From an optimization exercise on the open Yosys and OpenROAD flow, aimed at small area; shortcuts taken in it are not production practice.
The RTL was checked by simulation tests, not by an equivalence proof against the original design.
The clock port is modelled as an ideal driver; clocking choices that lean on that would not hold on a real chip.

==> trial 64 <==
## apb_convolver
module apb_convolver(
    input  logic                      HCLK,
    input  logic                      HRESETn,
    input  logic               [11:0] PADDR,
    input  logic               [31:0] PWDATA,
    input  logic                      PWRITE,
    input  logic                      PSEL,
    input  logic                      PENABLE,
    output logic               [31:0] PRDATA,
    output logic                      PREADY,
    output logic                      PSLVERR,
    output logic               [3:0]  irq_o,
    output logic                      mem_wen_n,
    output logic               [10:0] mem_addr,
    output logic               [31:0] mem_wdata,
    input  logic               [31:0] mem_rdata
    );
Settings: LEC_CHECK=0, ABC_AREA=1, CAP_MARGIN=20, CORE_MARGIN=2, CORE_UTILIZATION=60, SLEW_MARGIN=20; clock period 10.0 ns.
standard.sh (not shown) runs the stock make flow with config.mk's settings and CLKGATE_MAP_FILE= SYNTH_SCRIPT=/design/flow/synth_recipe.tcl, a recipe that flattens the netlist after the stock synthesis.
==> flow/flow/run.sh <==
#!/bin/bash
# Own layout flow, built on the standard ORFS flow (standard.sh):
#  1. the standard synthesis (standard.sh synth, synth_recipe.tcl), with only the ABC
#     mapping script replaced by flow/abc.script (area-oriented mapping); the registers are
#     mapped before ABC runs, so they are the standard synthesis's registers;
#  2. flow/polarity.py rewrites the synthesised netlist's inverters: full adders are
#     self-dual and many gates have a complementary cell, so it picks their polarities to
#     need fewer inverters (registers and the logic function are unchanged);
#  3. the standard floorplan and placement, with port buffers of sky130_fd_sc_hd__buf_1
#     (instead of clkdlybuf4s50_1);
#  5. the rest of the standard flow.
# Each tool's full output goes to a log file of its own in the work folder (flow_*.log);
# ORFS's per-step logs are under orfs/logs/.
set -euo pipefail
RES=orfs/results/${FLOW_PLATFORM}/apb_convolver/base
LIB=${FLOW_HOME}/platforms/${FLOW_PLATFORM}/lib/sky130_fd_sc_hd__tt_025C_1v80.lib
BP="BUFFER_PORTS_ARGS=-buffer_cell sky130_fd_sc_hd__buf_1"

# synthesis: the standard synthesis script, with only its ABC mapping script replaced
# by flow/abc.script (area-oriented mapping); registers are mapped before ABC runs, so they
# are the standard synthesis's registers.
sed "s#log_cmd abc {\*}\$abc_args#lset abc_args [expr {[lsearch \$abc_args -script] + 1}] $PWD/flow/abc.script\n  log_cmd abc {*}\$abc_args#" \
  ${FLOW_HOME}/scripts/synth.tcl > synth_own.tcl
sed "s#source \$::env(SCRIPTS_DIR)/synth.tcl#source $PWD/synth_own.tcl#" synth_recipe.tcl > synth_recipe_own.tcl
bash standard.sh "SYNTH_SCRIPT=$PWD/synth_recipe_own.tcl" synth > flow_synth.log 2>&1
cp ${RES}/1_2_yosys.v ${RES}/1_2_yosys.standard.v
python3 flow/polarity.py ${RES}/1_2_yosys.standard.v ${RES}/1_2_yosys.pol.v ${LIB} > flow_polarity.log 2>&1
cp ${RES}/1_2_yosys.pol.v ${RES}/1_2_yosys.v
rm -f ${RES}/1_synth.odb ${RES}/1_synth.sdc

bash standard.sh "$BP" place > flow_place.log 2>&1

BASE="-sink_clustering_enable -repair_clock_nets -dont_use_dummy_load"
TRIALS=(
  "-buf_list sky130_fd_sc_hd__clkbuf_4 -sink_clustering_size 8 -sink_clustering_max_diameter 80"
  "-buf_list sky130_fd_sc_hd__clkbuf_4 -sink_clustering_size 10 -sink_clustering_max_diameter 60"
  "-buf_list sky130_fd_sc_hd__clkbuf_4 -sink_clustering_size 8 -sink_clustering_max_diameter 60"
  "-buf_list sky130_fd_sc_hd__clkbuf_8 -sink_clustering_size 14 -sink_clustering_max_diameter 60"
  "-buf_list sky130_fd_sc_hd__clkbuf_4 -sink_clustering_size 10 -sink_clustering_max_diameter 35"
  "-buf_list sky130_fd_sc_hd__clkbuf_8 -sink_clustering_size 10 -sink_clustering_max_diameter 60"
)
best_args="$BASE -buf_list sky130_fd_sc_hd__clkbuf_4"
best_area=1e9
: > flow_cts_trials.log
for i in "${!TRIALS[@]}"; do
  args="$BASE ${TRIALS[$i]}"
  line=$(CTS_TRY_ARGS="$args" CTS_TRY_ODB=${RES}/3_place.odb CTS_TRY_SDC=${RES}/3_place.sdc \
         openroad -no_init -exit flow/cts_trial.tcl 2>&1 | tee -a flow_cts_trials.log | grep CTS_TRIAL || true)
  echo "trial $i: $args -> $line" >> flow_cts_trials.log
  area=$(echo "$line" | awk '{print $3}'); slew=$(echo "$line" | awk '{print $5}')
  if [[ -n "$area" && -n "$slew" ]] && awk -v s="$slew" -v a="$area" -v b="$best_area" 'BEGIN{exit !(s < 0.108 && a < b)}'; then
    best_area=$area; best_args="$args"
  fi
done
echo "chosen: $best_args (clock cells $best_area um2)" >> flow_cts_trials.log

bash standard.sh "$BP" "CTS_ARGS=$best_args" finish > flow_layout.log 2>&1
==> flow/flow/abc.script <==
strash
ifraig
dch -f
amap -m
topo
Other scripts of this flow, unchanged in this note and not shown: flow/flow/cts_trial.tcl, flow/flow/polarity.py
==> inputs of build 28, as changes to trial 64 <==
--- a/flow/design.v
+++ b/flow/design.v
@@ -962,17 +962,22 @@
     assign display        = wensel & (rel_addr == 3'd4) &  PWDATA[0];
     assign clc            = wensel & (rel_addr == 3'd4) & ~PWDATA[0];
     assign addr_increment = ~PWRITE & PENABLE & PSEL & rel_addr[2];
     logic [31:0] qw1, qw2, qw3, q_inp, h1, h2, q_out;
     logic        q_0, q_1, q_2, q_3, q_4, pa;
     always_ff @(posedge HCLK, negedge HRESETn)
         if (~HRESETn) begin
-            q_out <= '0;
+            qw1 <= '0; qw2 <= '0; qw3 <= '0;
+            q_inp <= '0; q_out <= '0;
             q_0 <= 1'b0; q_1 <= 1'b0; q_2 <= 1'b0; q_3 <= 1'b0; q_4 <= 1'b0; pa <= 1'b0;
         end else begin
+            if (wensel && rel_addr == 3'd0) qw1 <= PWDATA;
+            if (wensel && rel_addr == 3'd1) qw2 <= PWDATA;
+            if (wensel && rel_addr == 3'd2) qw3 <= PWDATA;
+            if (shift) q_inp <= PWDATA;
             if (q_4) q_out <= mem_rdata;
             q_0 <= shift;
             q_1 <= q_0;
             q_2 <= q_1 && (counter >= 5'd3) && (counter <= 5'd28);
             q_3 <= rel_addr[2];
             q_4 <= q_3;
             pa  <= setup_in;
@@ -983,22 +988,14 @@
             3'd1: PRDATA = qw2;
             3'd2: PRDATA = qw3;
             3'd3: PRDATA = q_inp;
             3'd5: PRDATA = q_out;
             default: PRDATA = 32'b0;
         endcase
     end
-    logic [31:0] wdata;
-    assign wdata = PWDATA & {32{HRESETn}};
-    always_ff @(posedge HCLK) begin
-        if (~HRESETn || (wensel && rel_addr == 3'd0)) qw1 <= wdata;
-        if (~HRESETn || (wensel && rel_addr == 3'd1)) qw2 <= wdata;
-        if (~HRESETn || (wensel && rel_addr == 3'd2)) qw3 <= wdata;
-        if (~HRESETn || shift)                        q_inp <= wdata;
-    end
     always_ff @(posedge HCLK)
         if (shift) begin
             h1 <= q_inp;
             h2 <= h1;
         end
     localparam logic [1:0] RESET = 2'd0, CALC = 2'd1, DISPLAY = 2'd2;
     logic [1:0]  state, next_state;
==> flow/flow/abc.script (replaced) <==
strash
ifraig
dch -f
amap -m -F 4 -A 8
topo
==> summary of the runs <==
- Trial 64 completed with no timing, DRC or antenna violations. Build 28 finished clean.
- Between build 28 and trial 64, the lower non-clock buffer count is in trial 64 (gap 16).
- Global-route usage: trial 64 is lower than build 28 (0.70 points).
- In build 28 the maximum frequency is lower than in trial 64, by about 1.3%.
- Of trial 64 and build 28, build 28 has the higher synthesized cell count (gap about 10%, measured against build 28).
- Between trial 64 and build 28, the lower wire length is in trial 64 (gap 4.6%, measured against build 28).
- Against trial 64, the final area of build 28 is higher by 1.6%.
- In trial 64 the worst setup slack is higher than in build 28, by 0.12 ns.
- Register-to-register slack: build 28 is worse than trial 64 (0.12 ns).
==> figures <==
quantity	trial 64	build 28
Clock buffers created by TritonCTS	39	38
Setup slack after placement	-0.136 ns	-0.157 ns
Floorplan Core Area	28,600 µm²	28,900 µm²
WL met3	4.44 mm	5.22 mm
Placed standard-cell area	19,000 µm²	19,300 µm²
Mapped cell area	17,400 µm²	17,700 µm²
Setup slack of the critical path after layout	0.568 ns	0.446 ns
Buffers and inverters on the worst path	1	2
Dpl hpwl	36.4 mm	37.5 mm
Met2 track utilization from global routing	0.549	0.540
Portion of the layout cell area used by clock cells	0.0152	0.0146
Met1 Wirelength	18.9 mm	19.7 mm
All-layer global routing usage	0.343	0.350
Worst Max-Slew Pin Slew	0.904 ns	1.14 ns
Die Span Y	174 µm	176 µm
Synthesized area per cell	13.1 µm²	12.0 µm²
Time the final worst path needs with I/O delays and setup	9.43 ns	9.55 ns
Run status	finished clean	finished clean
Inverters	134	123
Post-route design area	19,300 µm²	19,600 µm²
Placed instance count	1,916	2,080
Global routing usage on met3	0.0619	0.0619
Effective utilization at floorplan	0.609	0.612

re-timing with driven ports:
Ports are ideal in the flow. The routed layouts listed here were re-timed in OpenROAD. Step 1 (the two cells are an assumption about what drives the block):
set clk [get_ports {HCLK}]
set_driving_cell -lib_cell sky130_fd_sc_hd__clkbuf_16 $clk
set_driving_cell -lib_cell sky130_fd_sc_hd__buf_2 [delete_from_list [all_inputs] $clk]
Step 2 times the ports against the registers' clock, not the clock port: input delays grow and output delays shrink by t, the midpoint of the rising clock arrivals with the driver on. a / b / c = ideal / step 1 / step 2; a / b = the first two.
run	t (ns)	setup slack, ns	cell pins on the clock port's net
trial 64	0.701	0.568 / 0.568 / -0.058	1
build 28	0.695	0.446 / 0.446 / -0.145	1
With both steps, setup timing fails in trial 64 and build 28, where it was met with ideal ports. The setup slack of trial 64, which loses most, moves by 0.000 ns with the drivers and by -0.626 ns with both steps.
